Context: an optimization exercise on an open-source flow, tuned for small area. The choices shown serve that exercise and are no tape-out recipe. Function was checked by simulation only, so behaviour that the tests miss may differ from the original. Power figures rest on the tool's default switching activity, not on a simulated workload.

## flow/design.v (module list and top-level ports; edited modules follow where they fit)
// module color_tracker: 1415 lines
// module fa: 4 lines
// module ha: 4 lines
module color_tracker
(
    input   wire        clk         ,
    input   wire        rst_n       ,
    output  wire [15:0] pix_addr    ,
    output  wire        pix_rden    ,
    input   wire [15:0] pix_data    ,
    output  wire [7:0]  vga_r       ,
    output  wire [7:0]  vga_g       ,
    output  wire [7:0]  vga_b       ,
    output  reg         th_hsync    ,
    output  reg         th_vsync    ,
    output  wire [31:0] x_error     ,
    output  wire [31:0] h_error
 ) ;
function rge;
    input [15:0] a;
    input [15:0] b;
    integer i;
    reg c;
    begin
        c = 1'b1;
        for (i = 0; i < 16; i = i + 1)
            c = (a[i] & ~b[i]) | (~(a[i] ^ b[i]) & c);
  // ...
==> flow/flow/run.sh <==
#!/bin/bash
# The standard layout (standard.sh: the ORFS run, unchanged synthesis),
# with two changes: the buffers ORFS puts on every input and output port are
# the platform's smallest buffer, sky130_fd_sc_hd__buf_1, and clock tree
# synthesis uses clkbuf_8 and inserts no dummy loads.
set -euo pipefail
bash standard.sh "BUFFER_PORTS_ARGS=-buffer_cell sky130_fd_sc_hd__buf_1" \
  "CTS_ARGS=-sink_clustering_enable -repair_clock_nets -buf_list sky130_fd_sc_hd__clkbuf_8 -dont_use_dummy_load" \
  finish > standard_flow.log 2>&1
==> flow/standard.sh <==
#!/bin/bash
# synth_recipe.tcl (not shown) runs the flow's synth.tcl, then flattens the netlist and writes it again
# the make line also repeats each setting of config.mk as NAME=value (left out here)
make -C /OpenROAD-flow-scripts/flow DESIGN_CONFIG=/design/flow/config.mk WORK_HOME=/design/flow/orfs CLKGATE_MAP_FILE= SYNTH_SCRIPT=/design/flow/synth_recipe.tcl "${@:-finish}"
==> flow/config.mk <==
export PLATFORM = sky130hd
export DESIGN_NAME = color_tracker
export DESIGN_NICKNAME = color_tracker
export VERILOG_FILES = /design/flow/design.v
export SDC_FILE = /design/flow/constraint.sdc
export NUM_CORES = 4
export LEC_CHECK = 0
export CAP_MARGIN = 0
export CORE_MARGIN = 2
export CORE_UTILIZATION = 65
export CTS_BUF_LIST = sky130_fd_sc_hd__clkbuf_8
export SLEW_MARGIN = 0
export SYNTH_HIERARCHICAL = 1
==> flow/constraint.sdc <==
create_clock -name core_clock -period 12.0 [get_ports {clk}]
set_input_delay 2.4000 -clock core_clock [delete_from_list [all_inputs] [get_ports {clk}]]
set_output_delay 2.4000 -clock core_clock [all_outputs]
set_load 0.01 [all_outputs]
==> Implementation_results.wiki, run 1 <==
{| class="wikitable"
! Metric !! Value
|-
| Most frequent cells after synthesis || sky130_fd_sc_hd__fa_1 (144), sky130_fd_sc_hd__ha_1 (143), sky130_fd_sc_hd__inv_1 (113)
|-
| Placement Rows || 51
|-
| Clock period minus final worst setup slack || roughly 12 ns
|-
| Data required time of the worst path || 9.60 ns
|-
| Logic power comb || 487 uW
|-
| Most frequent standard cell in the layout excluding fill and tap cells || sky130_fd_sc_hd__fa_1
|-
| Total net switching power || 466.1 uW
|-
| Final-report max-slew violation count || 0
|-
| Syn_nets || 1551
|-
| Synth Area in Simple Gates || roughly 16%
|-
| Total DRC errors in the routed layout || 0
|-
| Mux share of post-synthesis cell area || 1.195%
|-
| Cell at the slowest stage of the critical path || sky130_fd_sc_hd__fa_1
|-
| Run status || complete, no violations
|-
| DR WL/cell || roughly 18 um
|-
| Initial antenna violation count || 0
|-
| Standard cell core area || slightly below 20000 um^2
|-
| Reg-to-reg startpoint || d3[12]$_DFF_P_
|-
| Top power group || registers
|-
| Post-Syn Area per Cell || 10.50 um^2
|-
| Peak Freq || 86.28 MHz
|-
| Portion of the layout cell area used by clock cells || 1.733%
|-
| Clock latency on the worst-skew pair || ~0.47 ns
|-
| Via count of the first global-routing pass || 9269
|-
| CP Buf/Inv Count || 3
|-
| Final count of negative-setup-slack endpoints || 0
|-
| Headroom to the max-slew limit || a little over a quarter
|-
| Proportion of synthesized flip-flops having asynchronous set or reset || 55.69%
|-
| Top routing layer used || met4
|-
| Root buffer selected by CTS || sky130_fd_sc_hd__clkbuf_8
|-
| Routing layer with the top usage in global route || met2
|-
| Detailed-routing wirelength on met1 || 12.07 mm
|-
| Ratio of final minimum period to clock period || 96.58%
|-
| Launching element of the worst setup path || x1[0]$_DFF_PN0_
|}
==> inputs of run 2 (changes only) <==
--- a/flow/config.mk
+++ b/flow/config.mk
@@ -6,8 +6,8 @@
 export NUM_CORES = 4
 export LEC_CHECK = 0
-export CAP_MARGIN = 0
+export CAP_MARGIN = 20
 export CORE_MARGIN = 2
 export CORE_UTILIZATION = 65
 export CTS_BUF_LIST = sky130_fd_sc_hd__clkbuf_8
-export SLEW_MARGIN = 0
+export SLEW_MARGIN = 20
 export SYNTH_HIERARCHICAL = 1
==> run 2 against run 1 <==
Compared with the run above: still clean; sequential share of layout area hardly changed; clock-buffer cell count stayed put; worst hold slack better by 0.00096 ns; non-clock buffer count stayed put; clock skew hardly changed; total power is 0.17% higher; area after synthesis stayed put; critical path depth stayed put; setup slack worse by 0.0051 ns; register-to-register slack worse by 0.02 ns; clock power hardly changed; global-route usage stayed put; largest cell class unchanged.
==> Implementation_results.wiki, run 2 <==
{| class="wikitable"
! Metric !! Value
|-
| Buffers on Ports || 124 (unchanged)
|-
| Launching element of the worst setup path || x1[0]$_DFF_PN0_ (unchanged)
|-
| Static power due to leakage || 0.006201 uW (was 0.006200 uW)
|-
| Place WS || 0.6968 ns (unchanged)
|-
| Most frequent cells after synthesis || sky130_fd_sc_hd__fa_1 (144), sky130_fd_sc_hd__ha_1 (143), sky130_fd_sc_hd__inv_1 (113) (unchanged)
|-
| Startpoint Class || flip-flop (unchanged)
|-
| Syn_nets || 1551 (unchanged)
|-
| Class of the tightest hold or removal check || reg -> reg (unchanged)
|-
| Post-Syn Area per Cell || 10.50 um^2 (unchanged)
|-
| Headroom to the max-slew limit || 30.12% (was 26.13%)
|-
| Top flip-flop cell by instance count after synthesis || sky130_fd_sc_hd__dfxtp_1 (unchanged)
|-
| Depth of the worst register-to-register path || 17 (unchanged)
|-
| Total global routing track utilization || 27.68% (unchanged)
|-
| Grt ovf || 0 (unchanged)
|-
| Clock buffers created by TritonCTS || 17 (unchanged)
|-
| Layout filler cell count || 1561 (was 1560)
|-
| Initial standard-cell utilization of the core || 66.80% (unchanged)
|-
| Clock Tree Buf Depth || 2 (unchanged)
|-
| Via Count || 8755 (was 8786)
|-
| Cells after synthesis || 1246 (unchanged)
|-
| Worst-case vdd ir drop || 0.2826 mV (was 0.2795 mV)
|-
| Reg2Reg Setup Slack || 5.23 ns (was 5.25 ns)
|-
| Standard cell core area || 19590 um^2 (unchanged)
|-
| Transition time at the pin with the least slew margin || 1.048 ns (was 1.106 ns)
|-
| Final non-filler cell total || 1553 (unchanged)
|-
| Run status || complete, no violations (unchanged)
|-
| Number of routed nets with antenna violations || 0 (unchanged)
|-
| Post-synthesis instance area || 13090 um^2 (unchanged)
|-
| Cell count after placement || 1536 (unchanged)
|-
| Initial antenna violation count || 0 (unchanged)
|-
| Worst-case setup margin in the final layout || 0.4052 ns (was 0.4104 ns)
|-
| CTS Hold Bufs || 0 (unchanged)
|-
| Final count of negative-setup-slack endpoints || 0 (unchanged)
|-
| Placement Rows || 51 (unchanged)
|-
| Final hold violation count || 0 (unchanged)
|-
| Critical setup path kind || reg -> out (unchanged)
|-
| Detail Placement HPWL || 22.02 mm (unchanged)
|-
| Worst R2R End || nb0$_DFF_PN0_ (unchanged)
|-
| Final-stage net count || 1595 (unchanged)
|-
| Count of distinct cell types in the synthesized netlist || 74 (unchanged)
|-
| End of the critical path || h_error[21] (unchanged)
|-
| Reg-to-reg startpoint || d3[12]$_DFF_P_ (unchanged)
|-
| CTS tree || yes (unchanged)
|-
| Final routed wirelength across all metal layers || 27.83 mm (was 27.82 mm)
|-
| Die extent in y || 145.9 um (unchanged)
|-
| Ratio of final minimum period to clock period || 96.62% (was 96.58%)
|-
| Most used cells in the layout excluding fill and tap cells || sky130_fd_sc_hd__fa_1 (144), sky130_fd_sc_hd__ha_1 (143), sky130_fd_sc_hd__buf_1 (123) (unchanged)
|-
| Dominant cell by count in the synthesized netlist || sky130_fd_sc_hd__fa_1 (unchanged)
|-
| Layout cell share with drive strength beyond 1 || 5.435% (was 5.357%)
|-
| Die width || 145.9 um (unchanged)
|-
| Antenna diode count || 0 (unchanged)
|-
| Clock-pin slew of the registers on the worst-case setup and hold paths || 0.09 ns (about the same)
|-
| Detailed-router iteration count before antenna repair || 5 (unchanged)
|-
| Sequential share of the synthesized area || 29.30% (unchanged)
|-
| Highest fanout seen on the critical path || 13 (unchanged)
|-
| First-pass GRT wire length || 46.69 mm (unchanged)
|-
| Sum of negative setup slack || 0 ns (unchanged)
|-
| Data required time of the worst path || 9.60 ns (about the same)
|-
| Data arrival, critical path || 9.19 ns (about the same)
|-
| Seq cells post-synth || 167 (unchanged)
|-
| Relative area change from synthesis to final layout || 3.270% (was 3.193%)
|-
| Post-synth top area share || 22.03% (unchanged)
|-
| Die Footprint || 21280 um^2 (unchanged)
|-
| Peak Freq || 86.25 MHz (was 86.28 MHz)
|-
| Root buffer selected by CTS || sky130_fd_sc_hd__clkbuf_8 (unchanged)
|-
| Detail-routed via count per cell || 5.637 (was 5.657)
|-
| Final setup skew || 0.03655 ns (was 0.03667 ns)
|-
| Most frequent standard cell in the layout excluding fill and tap cells || sky130_fd_sc_hd__fa_1 (unchanged)
|-
| Ranking of synthesized cells by area || sky130_fd_sc_hd__fa_1 (22%), sky130_fd_sc_hd__dfrtp_1 (14%), sky130_fd_sc_hd__ha_1 (14%), sky130_fd_sc_hd__dfxtp_1 (11%), sky130_fd_sc_hd__dfstp_2 (4.2%) (unchanged)
|-
| Via count of the first global-routing pass || 9269 (unchanged)
|-
| Maximum number of pins on one net before global-route repair || 65 (unchanged)
|-
| Power per unit of standard cell area || 103.9 nW/um^2 (was 103.8 nW/um^2)
|-
| Clock period minus final worst setup slack || 11.59 ns (about the same)
|-
| Ports || 125 (unchanged)
|-
| Count of warnings emitted by yosys || 7 (unchanged)
|-
| FF+latch area || 3835 um^2 (unchanged)
|-
| DR WL/cell || 17.92 um (about the same)
|-
| # clock sinks || 167 (unchanged)
|-
| Cell type with the largest total area after synthesis || sky130_fd_sc_hd__fa_1 (unchanged)
|-
| Drt initial violations || 482 (was 509)
|-
| Proportion of synthesized flip-flops having asynchronous set or reset || 55.69% (unchanged)
|-
| Total DRC errors in the routed layout || 0 (unchanged)
|-
| Multi-input combinational cell area || 8179 um^2 (was 8169 um^2)
|-
| Clock latency on the worst-skew pair || 0.47 ns (about the same)
|-
| Final-report max-slew violation count || 0 (unchanged)
|-
| Worst Setup End Kind || primary output (unchanged)
|-
| H-tree depth || 4 (unchanged)
|-
| EDFF count, synth || 0 (unchanged)
|-
| Maximum Capacitance Violations || 0 (unchanged)
|-
| GP Congestion || 0.9475 (unchanged)
|}
-- run 2: how the worst min path moves through the flow --
stage	from	endpoint	cells past startpoint
global placement	d2[2]$_DFF_P_	d3[2]$_DFF_P_	0
global route	d1[5]$_DFF_P_	d2[5]$_DFF_P_	0
floorplan	d1[0]$_DFF_P_	d2[0]$_DFF_P_	0
finish	d1[5]$_DFF_P_	d2[5]$_DFF_P_	0
detailed placement	d1[14]$_DFF_P_	d2[14]$_DFF_P_	0
CTS	d1[5]$_DFF_P_	d2[5]$_DFF_P_	0
-- run 2: where the power goes --
| part | internal, uW | leakage, uW | switching (uW) | total (uW) |
|---|---|---|---|---|
| Combinational | 222 | 0.00436 | 267 | 489 |
| Sequential | 588 | 0.00172 | 25.8 | 614 |
| Clock | 125 | 0.000122 | 176 | 301 |
| Total | 935 | 0.00620 | 468 | 1400 |
-- run 2: critical path, stage by stage, from the launching register on --
cell	delay, ns
sky130_fd_sc_hd__dfrtp_1	0.41
sky130_fd_sc_hd__inv_1	0.06
sky130_fd_sc_hd__ha_1	0.13
sky130_fd_sc_hd__inv_1	0.05
sky130_fd_sc_hd__fa_1	0.37
sky130_fd_sc_hd__fa_1	0.39
sky130_fd_sc_hd__fa_1	0.38
sky130_fd_sc_hd__fa_1	0.40
sky130_fd_sc_hd__fa_1	0.40
sky130_fd_sc_hd__fa_1	0.69
sky130_fd_sc_hd__nor2b_1	0.23
sky130_fd_sc_hd__fa_1	0.47
sky130_fd_sc_hd__fa_1	0.51
sky130_fd_sc_hd__fa_1	0.47
sky130_fd_sc_hd__fa_1	0.40
sky130_fd_sc_hd__fa_1	0.40
sky130_fd_sc_hd__fa_1	0.40
sky130_fd_sc_hd__fa_1	0.42
sky130_fd_sc_hd__fa_1	0.40
sky130_fd_sc_hd__fa_1	0.39
sky130_fd_sc_hd__fa_1	0.53
sky130_fd_sc_hd__mux2i_1	0.21
sky130_fd_sc_hd__xnor2_2	0.41
sky130_fd_sc_hd__buf_1	0.21
-- run 2: area by class of cell --
type,instances,share of cell area (%)
flip-flops and latches,167,28.38
inverters,114,3.166
multi-input cells,861,60.52
well taps,265,2.453
repair buffers,129,3.750
clock buffers,17,1.731
-- run 2: what timing repair did --
item,in CTS,in global routing
setup buffers,0,0
resized for setup,0,1
endpoints found under the setup margin,0,13
-- run 2: through the flow --
stage | util (%) | area, um^2 | hold WS [ns] | power, uW
floorplan | - | 13090 | 0.3096 | 985.5
global placement | 67.70 | 13260 | 0.3095 | 1083
detailed placement | 67.70 | 13260 | 0.3121 | 1104
CTS | 68.90 | 13500 | 0.3182 | 1417
global route | 68.99 | 13510 | 0.3310 | 1516
finish | 68.99 | 13510 | 0.3144 | 1404
-- run 2: metal layers --
layer,up-vias,GRT usage [%],share of wire [%]
li1,4152,-,-
met1,4288,35.65,43
met2,257,46.70,49
met3,58,4.734,4.6
met4,0,11.42,3.2
met5,-,0,0
-- run 2: kinds of logic (layout without fill, tap and decap cells) --
| group | count (synthesis) | after routing | share of synthesized area, % |
|---|---|---|---|
| buf+inv | 218 | 260 | 8.376 |
| fa+ha+maj | 287 | 287 | 35.70 |
| xor+xnor | 27 | 27 | 1.807 |
| simple gates | 374 | 374 | 15.88 |
| compound gates | 157 | 157 | 7.706 |
| flops | 167 | 167 | 29.30 |
| other cells | 1 | 1 | 0.02866 |
| mux | 15 | 15 | 1.195 |
-- run 2: per-module statistics from Yosys, one instance, submodules excluded --
| module | flops+latches | cells | copies in the design |
|---|---|---|---|
| ha | 0 | 1 | 66 |
| fa | 0 | 1 | 143 |
| color_tracker | 167 | 1037 | 1 |
==> inputs of run 3 (changes only) <==
==> flow/flow/run.sh (replaced) <==
#!/bin/bash
# The standard layout (standard.sh: the ORFS run) with these changes:
# - synthesis maps the logic with flow/abc.script, an area-oriented ABC
#   script, in place of ORFS's abc_speed.script (the rest of ORFS's scripts
#   are used as they are, from a copy in ./scripts);
# - the buffers ORFS puts on every input and output port are the
#   platform's smallest buffer, sky130_fd_sc_hd__buf_1;
# - clock tree synthesis uses clkbuf_8 and inserts no dummy loads.
set -euo pipefail
rm -rf scripts
cp -r "$FLOW_HOME/scripts" scripts
cp flow/abc.script scripts/abc_speed.script
bash standard.sh "SCRIPTS_DIR=$PWD/scripts" \
  "BUFFER_PORTS_ARGS=-buffer_cell sky130_fd_sc_hd__buf_1" \
  "CTS_ARGS=-sink_clustering_enable -repair_clock_nets -buf_list sky130_fd_sc_hd__clkbuf_8 -dont_use_dummy_load" \
  finish > standard_flow.log 2>&1
==> flow/flow/abc.script (new file) <==
&get -n
&st
&deepsyn -T 60
&dch
&nf -R 1000
&put
buffer -c
topo
stime -c
upsize -c
dnsize -c
==> run 3 against run 2 <==
Compared with the run above: clock-buffer cell count unchanged; highest routed layer unchanged; critical endpoint is now h_error[31]; wire length decreased by 8.6%; total power increased by 2.4%; sequential share of layout area increased by 0.92 points; global-route usage decreased by 0.83 points; largest cell class unchanged.
==> Implementation_results.wiki, run 3 <==
{| class="wikitable"
! Metric !! Value
|-
| Static power due to leakage || 0.006071 uW (was 0.006201 uW)
|-
| Final routed wirelength across all metal layers || 25.44 mm (was 27.83 mm)
|-
| Final setup skew || 0.04599 ns (was 0.03655 ns)
|-
| Most used cells in the layout excluding fill and tap cells || sky130_fd_sc_hd__fa_1 (144), sky130_fd_sc_hd__ha_1 (143), sky130_fd_sc_hd__buf_1 (123) (unchanged)
|-
| Sum of negative setup slack || 0 ns (unchanged)
|-
| Detail Placement HPWL || 20.23 mm (was 22.02 mm)
|-
| Placement Rows || 50 (was 51)
|-
| Cell type with the largest total area after synthesis || sky130_fd_sc_hd__fa_1 (unchanged)
|-
| Clock Tree Buf Depth || 2 (unchanged)
|-
| Highest fanout seen on the critical path || 13 (unchanged)
|-
| Total global routing track utilization || 26.85% (was 27.68%)
|-
| RSZ-0062 raised after global routing || false
|-
| Via Count || 8129 (was 8755)
|-
| Peak Freq || 86.64 MHz (was 86.25 MHz)
|-
| Ranking of synthesized cells by area || sky130_fd_sc_hd__fa_1 (23%), sky130_fd_sc_hd__dfrtp_1 (14%), sky130_fd_sc_hd__ha_1 (14%), sky130_fd_sc_hd__dfxtp_1 (12%), sky130_fd_sc_hd__dfstp_2 (4.4%) (was sky130_fd_sc_hd__fa_1 (22%), sky130_fd_sc_hd__dfrtp_1 (14%), sky130_fd_sc_hd__ha_1 (14%), sky130_fd_sc_hd__dfxtp_1 (11%), sky130_fd_sc_hd__dfstp_2 (4.2%))
|-
| Relative area change from synthesis to final layout || 3.842% (was 3.270%)
|-
| Critical path, cell by cell || inv_1 -> ha_1 -> inv_1 -> fa_1 -> fa_1 -> fa_1 -> fa_1 -> fa_1 -> and2_1 -> fa_1 -> fa_1 -> fa_1 -> fa_1 -> fa_1 -> fa_1 -> fa_1 -> fa_1 -> fa_1 -> fa_1 -> fa_1 -> mux2i_1 -> xnor2_4 -> buf_1 (was inv_1 -> ha_1 -> inv_1 -> fa_1 -> fa_1 -> fa_1 -> fa_1 -> fa_1 -> fa_1 -> nor2b_1 -> fa_1 -> fa_1 -> fa_1 -> fa_1 -> fa_1 -> fa_1 -> fa_1 -> fa_1 -> fa_1 -> fa_1 -> mux2i_1 -> xnor2_2 -> buf_1)
|-
| Post-cts repair resize count || 0 (unchanged)
|-
| First-pass GRT wire length || 42.66 mm (was 46.69 mm)
|-
| Clock buffers created by TritonCTS || 17 (unchanged)
|-
| # clock sinks || 167 (unchanged)
|-
| Most frequent cell on the critical path || sky130_fd_sc_hd__fa_1 (unchanged)
|-
| Dominant cell by count in the synthesized netlist || sky130_fd_sc_hd__fa_1 (unchanged)
|-
| Final-report max-slew violation count || 0 (unchanged)
|-
| Die extent in y || 143.2 um (was 145.9 um)
|-
| Power per unit of standard cell area || 109.8 nW/um^2 (was 103.9 nW/um^2)
|-
| Number of routed nets with antenna violations || 0 (unchanged)
|-
| Detailed-router iteration count before antenna repair || 6 (was 5)
|-
| CTS Hold Bufs || 0 (unchanged)
|-
| Grt ovf || 0 (unchanged)
|-
| Transition time at the pin with the least slew margin || 0.9521 ns (was 1.048 ns)
|-
| Post-Syn Area per Cell || 10.98 um^2 (was 10.50 um^2)
|-
| Post-synth top area share || 22.87% (was 22.03%)
|-
| Post-CTS Setup Inserts || 0 (unchanged)
|-
| Clock-pin slew of the registers on the worst-case setup and hold paths || 0.11 ns (was 0.09 ns)
|-
| Count of warnings emitted by yosys || 7 (unchanged)
|-
| Count of distinct cell types in the synthesized netlist || 71 (was 74)
|-
| Ratio of final minimum period to clock period || 96.19% (was 96.62%)
|-
| Most frequent cells after synthesis || sky130_fd_sc_hd__fa_1 (144), sky130_fd_sc_hd__ha_1 (143), sky130_fd_sc_hd__inv_1 (120) (was sky130_fd_sc_hd__fa_1 (144), sky130_fd_sc_hd__ha_1 (143), sky130_fd_sc_hd__inv_1 (113))
|-
| DR WL/cell || 17.37 um (was 17.92 um)
|-
| Headroom to the max-slew limit || 36.39% (was 30.12%)
|-
| Delay of the slowest cell on the worst path || 0.73 ns (was 0.69 ns)
|-
| Layout filler cell count || 1518 (was 1561)
|-
| Maximum Capacitance Violations || 0 (unchanged)
|-
| Syn_nets || 1453 (was 1551)
|-
| Layout cell share with drive strength beyond 1 || 5.892% (was 5.435%)
|-
| Standard cell core area || 18890 um^2 (was 19590 um^2)
|-
| Via count of the first global-routing pass || 8578 (was 9269)
|-
| Hold WS || 0.3077 ns (was 0.3144 ns)
|-
| Maximum number of pins on one net before global-route repair || 49 (was 65)
|-
| CTS tree || yes (unchanged)
|-
| Sequential share of the synthesized area || 30.43% (was 29.30%)
|-
| Class of the tightest hold or removal check || reg -> reg (unchanged)
|-
| Critical setup path kind || reg -> out (unchanged)
|-
| H-tree depth || 4 (unchanged)
|-
| EDFF count, synth || 0 (unchanged)
|-
| Clock period minus final worst setup slack || 11.54 ns (was 11.59 ns)
|-
| Clock latency on the worst-skew pair || 0.46 ns (was 0.47 ns)
|-
| Ports || 125 (unchanged)
|-
| Worst-case vdd ir drop || 0.1804 mV (was 0.2826 mV)
|-
| Top flip-flop cell by instance count after synthesis || sky130_fd_sc_hd__dfxtp_1 (unchanged)
|-
| Die width || 143.2 um (was 145.9 um)
|-
| Startpoint Class || flip-flop (unchanged)
|-
| Worst Setup End Kind || primary output (unchanged)
|-
| Proportion of synthesized flip-flops having asynchronous set or reset || 55.69% (unchanged)
|-
| Initial standard-cell utilization of the core || 66.71% (was 66.80%)
|-
| Data required time of the worst path || 9.60 ns (about the same)
|-
| Total DRC errors in the routed layout || 0 (unchanged)
|-
| Root buffer selected by CTS || sky130_fd_sc_hd__clkbuf_8 (unchanged)
|-
| Seq cells post-synth || 167 (unchanged)
|-
| Cell at the slowest stage of the critical path || sky130_fd_sc_hd__fa_1 (unchanged)
|-
| Final hold violation count || 0 (unchanged)
|-
| Post-synthesis instance area || 12600 um^2 (was 13090 um^2)
|-
| GP Congestion || 0.9019 (was 0.9475)
|-
| Detail-routed via count per cell || 5.549 (was 5.637)
|-
| Most frequent standard cell in the layout excluding fill and tap cells || sky130_fd_sc_hd__fa_1 (unchanged)
|-
| Data arrival, critical path || 9.14 ns (was 9.19 ns)
|-
| Initial antenna violation count || 0 (unchanged)
|-
| Final count of negative-setup-slack endpoints || 0 (unchanged)
|-
| Cells after synthesis || 1148 (was 1246)
|-
| Run status || complete, no violations (unchanged)
|-
| Antenna diode count || 0 (unchanged)
|-
| Die Footprint || 20520 um^2 (was 21280 um^2)
|-
| Largest delay share family, worst path || adder cells (unchanged)
|-
| Drt initial violations || 417 (was 482)
|-
| Final-stage net count || 1512 (was 1595)
|-
| Buffers on Ports || 124 (unchanged)
|-
| CP Buf/Inv Count || 3 (unchanged)
|}
## run 3: changes by cell type in the layout (fill, tap and decap cells not counted), sizes merged, moves of 9 or more
cell | before | now
nand2b | 13 | 22
nor2b | 54 | 27
nor3 | 17 | 7
o21ai | 48 | 25
nand3 | 30 | 21
and2 | 65 | 87
nand2 | 85 | 65
a22o | 1 | 15
## run 3: worst paths after layout
check	startpoint	endpoint	slack [ns]	cells past startpoint
hold / removal	d1[10]$_DFF_P_	d2[10]$_DFF_P_	0.31	0
setup reg to reg	d3[12]$_DFF_P_	nb0$_DFF_PN0_	5.24	16
max in group asynchronous	rst_n	ve[0]$_DFFE_PN0P_	8.94	2
setup / recovery	y1[0]$_DFF_PN0_	h_error[31]	0.46	23
hold reg to reg	d1[10]$_DFF_P_	d2[10]$_DFF_P_	0.31	0
min in group asynchronous	rst_n	x1[2]$_DFF_PN0_	1.97	1
## run 3: report_power, final
group / internal, uW / leakage, uW / switching, uW
clock: 125 / 0.000122 / 175
combinational: 237 / 0.00422 / 278
sequential: 595 / 0.00173 / 27.5
## run 3: kinds of logic after synthesis
group | synth area share (%)
buffers and inverters | 8.299
adder cells (fa/ha/maj) | 37.07
other | 0.02975
AND/OR/NAND/NOR | 13.74
multiplexers | 0.6056
XOR/XNOR | 1.737
AO/OA/AOI/OAI | 8.091
flip-flops | 30.43
## run 3: Yosys stat by module, one instance, submodules excluded
module | cell area (um^2) | flops+latches | cells inside
ha | 12.51 | 0 | 1
color_tracker | 8915 | 167 | 939
fa | 20.02 | 0 | 1
## run 3: worst register-to-register path, stage by stage, from the launching register on
cell and delay (ns):
sky130_fd_sc_hd__dfxtp_1 0.55, sky130_fd_sc_hd__ha_1 0.35, sky130_fd_sc_hd__fa_1 0.45, sky130_fd_sc_hd__fa_1 0.49
sky130_fd_sc_hd__fa_1 0.45, sky130_fd_sc_hd__fa_1 0.56, sky130_fd_sc_hd__fa_1 0.49, sky130_fd_sc_hd__fa_1 0.39
sky130_fd_sc_hd__fa_1 0.48, sky130_fd_sc_hd__fa_1 0.45, sky130_fd_sc_hd__fa_1 0.39, sky130_fd_sc_hd__fa_1 0.38
sky130_fd_sc_hd__fa_1 0.40, sky130_fd_sc_hd__o21ai_0 0.18, sky130_fd_sc_hd__o2111ai_1 0.16, sky130_fd_sc_hd__a31oi_1 0.21
sky130_fd_sc_hd__o21ai_0 0.20
## run 3: per-stage QoR
stage	setup WS [ns]	instances	power (uW)	utilization (%)	area, um^2
2_1_floorplan	1.067	1148	1019	-	12600
3_3_place_gp	0.7664	1448	1134	67.92	12830
3_5_place_dp	0.5543	1448	1147	67.92	12830
4_1_cts	0.08590	1465	1455	69.16	13070
5_1_grt	0.06938	1465	1569	69.27	13090
6_report	0.4574	1465	1437	69.27	13090
## run 3: layout make-up
type | instances | area (um^2) | area share (%)
Multi-Input combinational cell | 773 | 7744 | 59.17
Sequential cell | 167 | 3835 | 29.30
Timing Repair Buffer | 128 | 499.2 | 3.815
Inverter | 120 | 450.4 | 3.442
Tap cell | 260 | 325.3 | 2.486
Clock buffer | 17 | 234.0 | 1.788
## run 3: layer usage
layer	global-route usage, %	vias up	share of wire (%)
met1	36.47	4047	44
met4	8.256	0	2.1
met2	45.35	199	50
met3	3.488	45	3.6
met5	0	-	0
li1	-	3838	-

re-timing with driven ports:
No port has a modelled driver above. Below, the same layouts with a new extraction and two added sets of constraints. Step 1 (the two cells are an assumption about what drives the block):
set clk [get_ports {clk}]
set_driving_cell -lib_cell sky130_fd_sc_hd__clkbuf_16 $clk
set_driving_cell -lib_cell sky130_fd_sc_hd__buf_2 [delete_from_list [all_inputs] $clk]
Step 2 moves the port delays by t, midway between the first and last clock arrival at a register: inputs arrive t later, outputs are due t later. That takes back most of the time a late clock gives input paths. Slacks: ideal ports / drivers / drivers and shift; pairs: ideal ports / drivers.
run | t, ns | setup WS [ns] | worst register clock-pin slew, ns
run 1 | 0.489 | 0.410 / 0.370 / 0.860 | 0.10 / 0.10
run 2 | 0.491 | 0.405 / 0.365 / 0.856 | 0.10 / 0.10
run 3 | 0.486 | 0.457 / 0.413 / 0.899 | 0.11 / 0.11
After both steps every run listed still meets setup and hold.
